This is an optimization exercise on Yosys and OpenROAD, whose aim is a short achievable clock period and few clock cycles, not a production implementation.
Function was checked by simulation only, so behaviour that the tests miss may differ from the original.
Power figures rest on the tool's default switching activity, not on a simulated workload.

## the baseline
// CPU
module  CPU(
  	input clk,
  	input rst,
  	output [31:0] pc,           	 
  	input [31:0] instr,         	 
  	output [7:0] dmem_addr,     	 
  	output [31:0] dmem_wdata,   	 
  	output dmem_we,             	 
  	input [31:0] dmem_rdata,    	 
  	output [7:0] io_addr,      	 
  	output [31:0] io_dout,     	 
  	output io_we,              	 
  	input [31:0] io_din,    	 
  	input [7:0] m_rf_addr,   	 
  	output [31:0] rf_data    	 
);
Size in the first run: ~1200 flip-flops, roughly 250 I/O pins, roughly 66000 µm² of cells after synthesis.
==> module CPU, before the edit <==
module  CPU(
  	input clk,
  	input rst,
  	output [31:0] pc,           	 
  	input [31:0] instr,         	 
  	output [7:0] dmem_addr,     	 
  	output [31:0] dmem_wdata,   	 
  	output dmem_we,             	 
  	input [31:0] dmem_rdata,    	 
  	output [7:0] io_addr,      	 
  	output [31:0] io_dout,     	 
  	output io_we,              	 
  	input [31:0] io_din,    	 
  	input [7:0] m_rf_addr,   	 
  	output [31:0] rf_data    	 
);
	reg [31:0] pc_r;
	reg        e_ld, e_st, e_wr, e_br;  
	reg [4:0]  e_rd;
	reg [31:0] e_a, e_b, e_sd;        
	reg [31:0] e_t;                   
	wire [31:0] e_sum = e_a + e_b;
	wire [31:0] e_ldv = e_sum[10] ? io_din : dmem_rdata;
	wire [31:0] e_res = e_ld ? e_ldv : e_sum;
	wire        redir = e_br & (e_a == e_b);
	assign dmem_addr  = e_sum[9:2];
	assign dmem_wdata = e_sd;
	assign dmem_we    = e_st & ~e_sum[10];
	assign io_addr    = e_sum[7:0];
	assign io_dout    = e_sd;
	assign io_we      = e_st & e_sum[10];
	wire [31:0] rf1, rf2;
	RF MY_RF(
        .clk(clk),
        .we(e_wr),
        .wa(e_rd),
        .ra1(instr[19:15]),
        .ra2(instr[24:20]),
        .ra3(m_rf_addr[4:0]),
        .rd1(rf1),
        .rd2(rf2),
        .rd3(rf_data),
        .wd(e_res)
    );
	assign pc = pc_r;
	wire [6:0] op = instr[6:0];
	wire [4:0] rs1 = instr[19:15];
	wire [4:0] rs2 = instr[24:20];
	wire [4:0] rd  = instr[11:7];
	wire is_add  = (op == 7'b0110011);
	wire is_addi = (op == 7'b0010011);
	wire is_lw   = (op == 7'b0000011);
	wire is_sw   = (op == 7'b0100011);
	wire is_beq  = (op == 7'b1100011);
	wire is_jal  = (op == 7'b1101111);
	wire fw1 = e_wr & (e_rd == rs1);
	wire fw2 = e_wr & (e_rd == rs2);
	wire [31:0] r1 = fw1 ? e_res : rf1;
	wire [31:0] r2 = fw2 ? e_res : rf2;
	wire [31:0] immI = {{20{instr[31]}}, instr[31:20]};
	wire [31:0] immS = {{20{instr[31]}}, instr[31:25], instr[11:7]};
	wire [31:0] immB = {{20{instr[31]}}, instr[7], instr[30:25], instr[11:8], 1'b0};
	wire [31:0] immJ = {{12{instr[31]}}, instr[19:12], instr[20], instr[30:21], 1'b0};
	wire [31:0] pc4   = pc_r + 32'd4;
	wire [31:0] pcimm = pc_r + (instr[3] ? immJ : immB);
	wire bsame = is_beq & (rs1 == rs2);
	wire jump  = is_jal | bsame;
	wire [31:0] next_pc = redir ? e_t : jump ? pcimm : pc4;
	always @(posedge clk, posedge rst) begin
		if (rst) begin
			pc_r <= 32'd0;
			e_ld <= 1'b0;
			e_st <= 1'b0;
			e_wr <= 1'b0;
			e_br <= 1'b0;
		end else begin
			pc_r <= next_pc;
			e_ld <= is_lw & ~redir;
			e_st <= is_sw & ~redir;
			e_wr <= (is_add | is_addi | is_lw | is_jal) & (rd != 5'd0) & ~redir;
			e_br <= is_beq & ~bsame & ~redir;
		end
	end
	always @(posedge clk) begin
		e_rd <= rd;
		e_a  <= is_jal ? pc4 : r1;
		e_b  <= (is_add | is_beq) ? r2 : is_sw ? immS : is_jal ? 32'd0 : immI;
		e_t  <= pcimm;
		e_sd <= r2;
	end
endmodule
Settings: LEC_CHECK=0, ABC_CLOCK_PERIOD_IN_PS=3000, CAP_MARGIN=20, CORE_MARGIN=2, CORE_UTILIZATION=40, SETUP_SLACK_MARGIN=4.0, SLEW_MARGIN=20; clock period 8.5 ns.
run.sh (not shown) runs the stock make flow with config.mk's settings and CLKGATE_MAP_FILE= SYNTH_SCRIPT=/design/flow/synth_recipe.tcl, a recipe that flattens the netlist after the stock synthesis.
Testbench counts of the baseline, summed over its fixed seeds: cycles 99,954.
Input changes introduced in the candidate (baseline for comparison: the baseline):
==> flow/design.v, changed modules only <==
module  CPU(
  	input clk,
  	input rst,
  	output [31:0] pc,           	 
  	input [31:0] instr,         	 
  	output [7:0] dmem_addr,     	 
  	output [31:0] dmem_wdata,   	 
  	output dmem_we,             	 
  	input [31:0] dmem_rdata,    	 
  	output [7:0] io_addr,      	 
  	output [31:0] io_dout,     	 
  	output io_we,              	 
  	input [31:0] io_din,    	 
  	input [7:0] m_rf_addr,   	 
  	output [31:0] rf_data    	 
);
	reg [31:0] pc_r;
	reg        e_ld, e_st, e_wr;      
	reg [4:0]  e_rd;
	reg [31:0] e_a, e_b, e_sd;        
	wire [31:0] e_sum = e_a + e_b;
	wire [31:0] e_ldv = e_sum[10] ? io_din : dmem_rdata;
	wire [31:0] e_res = e_ld ? e_ldv : e_sum;
	assign dmem_addr  = e_sum[9:2];
	assign dmem_wdata = e_sd;
	assign dmem_we    = e_st & ~e_sum[10];
	assign io_addr    = e_sum[7:0];
	assign io_dout    = e_sd;
	assign io_we      = e_st & e_sum[10];
	wire [31:0] rf1, rf2;
	RF MY_RF(
        .clk(clk),
        .we(e_wr),
        .wa(e_rd),
        .ra1(instr[19:15]),
        .ra2(instr[24:20]),
        .ra3(m_rf_addr[4:0]),
        .rd1(rf1),
        .rd2(rf2),
        .rd3(rf_data),
        .wd(e_res)
    );
	assign pc = pc_r;
	wire [6:0] op = instr[6:0];
	wire [4:0] rs1 = instr[19:15];
	wire [4:0] rs2 = instr[24:20];
	wire [4:0] rd  = instr[11:7];
	wire is_add  = (op == 7'b0110011);
	wire is_addi = (op == 7'b0010011);
	wire is_lw   = (op == 7'b0000011);
	wire is_sw   = (op == 7'b0100011);
	wire is_beq  = (op == 7'b1100011);
	wire is_jal  = (op == 7'b1101111);
	wire fw1 = e_wr & (e_rd == rs1);
	wire fw2 = e_wr & (e_rd == rs2);
	wire [31:0] r1 = fw1 ? e_res : rf1;
	wire [31:0] r2 = fw2 ? e_res : rf2;
	wire [31:0] immI = {{20{instr[31]}}, instr[31:20]};
	wire [31:0] immS = {{20{instr[31]}}, instr[31:25], instr[11:7]};
	wire [31:0] immB = {{20{instr[31]}}, instr[7], instr[30:25], instr[11:8], 1'b0};
	wire [31:0] immJ = {{12{instr[31]}}, instr[19:12], instr[20], instr[30:21], 1'b0};
	wire [31:0] pc4   = pc_r + 32'd4;
	wire [31:0] pcimm = pc_r + (is_jal ? immJ : immB);
	wire taken = is_jal | (is_beq & (r1 == r2));
	wire [31:0] next_pc = taken ? pcimm : pc4;
	always @(posedge clk, posedge rst) begin
		if (rst) begin
			pc_r <= 32'd0;
			e_ld <= 1'b0;
			e_st <= 1'b0;
			e_wr <= 1'b0;
		end else begin
			pc_r <= next_pc;
			e_ld <= is_lw;
			e_st <= is_sw;
			e_wr <= (is_add | is_addi | is_lw | is_jal) & (rd != 5'd0);
		end
	end
	always @(posedge clk) begin
		e_rd <= rd;
		e_a  <= is_jal ? pc4 : r1;
		e_b  <= is_add ? r2 : is_sw ? immS : is_jal ? 32'd0 : immI;
		e_sd <= r2;
	end
endmodule
==> results.txt <==
Sort the candidate and the baseline by total area of sequential cells, descending, and the baseline comes first. From the baseline to the candidate the numbers moved as follows: count of vias placed by the detailed router now sits higher, total power per unit cell area now sits lower, largest driver fanout on the critical path now sits lower. Worst setup timing slack at the placement stage ends up lower on the candidate. Combinational power share in the candidate vs the baseline: up 2.7 points. The candidate vs the baseline: number of placed instances, taps included up by a few percent. Diff the baseline -> the candidate | arrival time at the worst endpoint | increase of 2.56 ns. Relative to the baseline, mux share of post-synthesis cell area has decreased by 1.3 points in the candidate. The setup slack of the candidate is smaller than that of the baseline. From the candidate to the baseline, count of hold-fix buffers inserted at cts did not move at all. Between the candidate and the baseline, the horizontal die dimension does not differ in any meaningful way.
Testbench counts of the candidate, summed over its fixed seeds: cycles 98,702.

-- static timing again, ports no longer ideal --
How much do the figures lean on ideal ports? The routed layouts below were timed once more, with nothing changed but the port constraints.
Step 1 (the two cells are an assumption about what drives the block):
set clk [get_ports {clk}]
set_driving_cell -lib_cell sky130_fd_sc_hd__clkbuf_16 $clk
set_driving_cell -lib_cell sky130_fd_sc_hd__buf_2 [delete_from_list [all_inputs] $clk]
Step 2 times the ports against the registers' clock, not the clock port: input delays grow and output delays shrink by t, the midpoint of the rising clock arrivals with the driver on.
Three values: no drivers, after step 1, after step 2; two values: the first two.
| run | shift t [ns] | setup slack, ns | hold WS [ns] | worst setup path after step 2 | slew at the worst register clock pin (ns) |
|---|---|---|---|---|---|
| the baseline | 0.852 | 3.042 / 2.532 / 2.532 | 0.413 / 0.413 / 0.413 | input to output | 0.07 / 0.07 |
| the candidate | 0.839 | 2.806 / 2.397 / 1.679 | 0.684 / 0.684 / 0.684 | input to register | 0.07 / 0.07 |
After both steps setup and hold are still met in every run listed. For the candidate, which loses most, drivers alone change the setup slack by -0.409 ns; drivers and shift together by -1.127 ns.
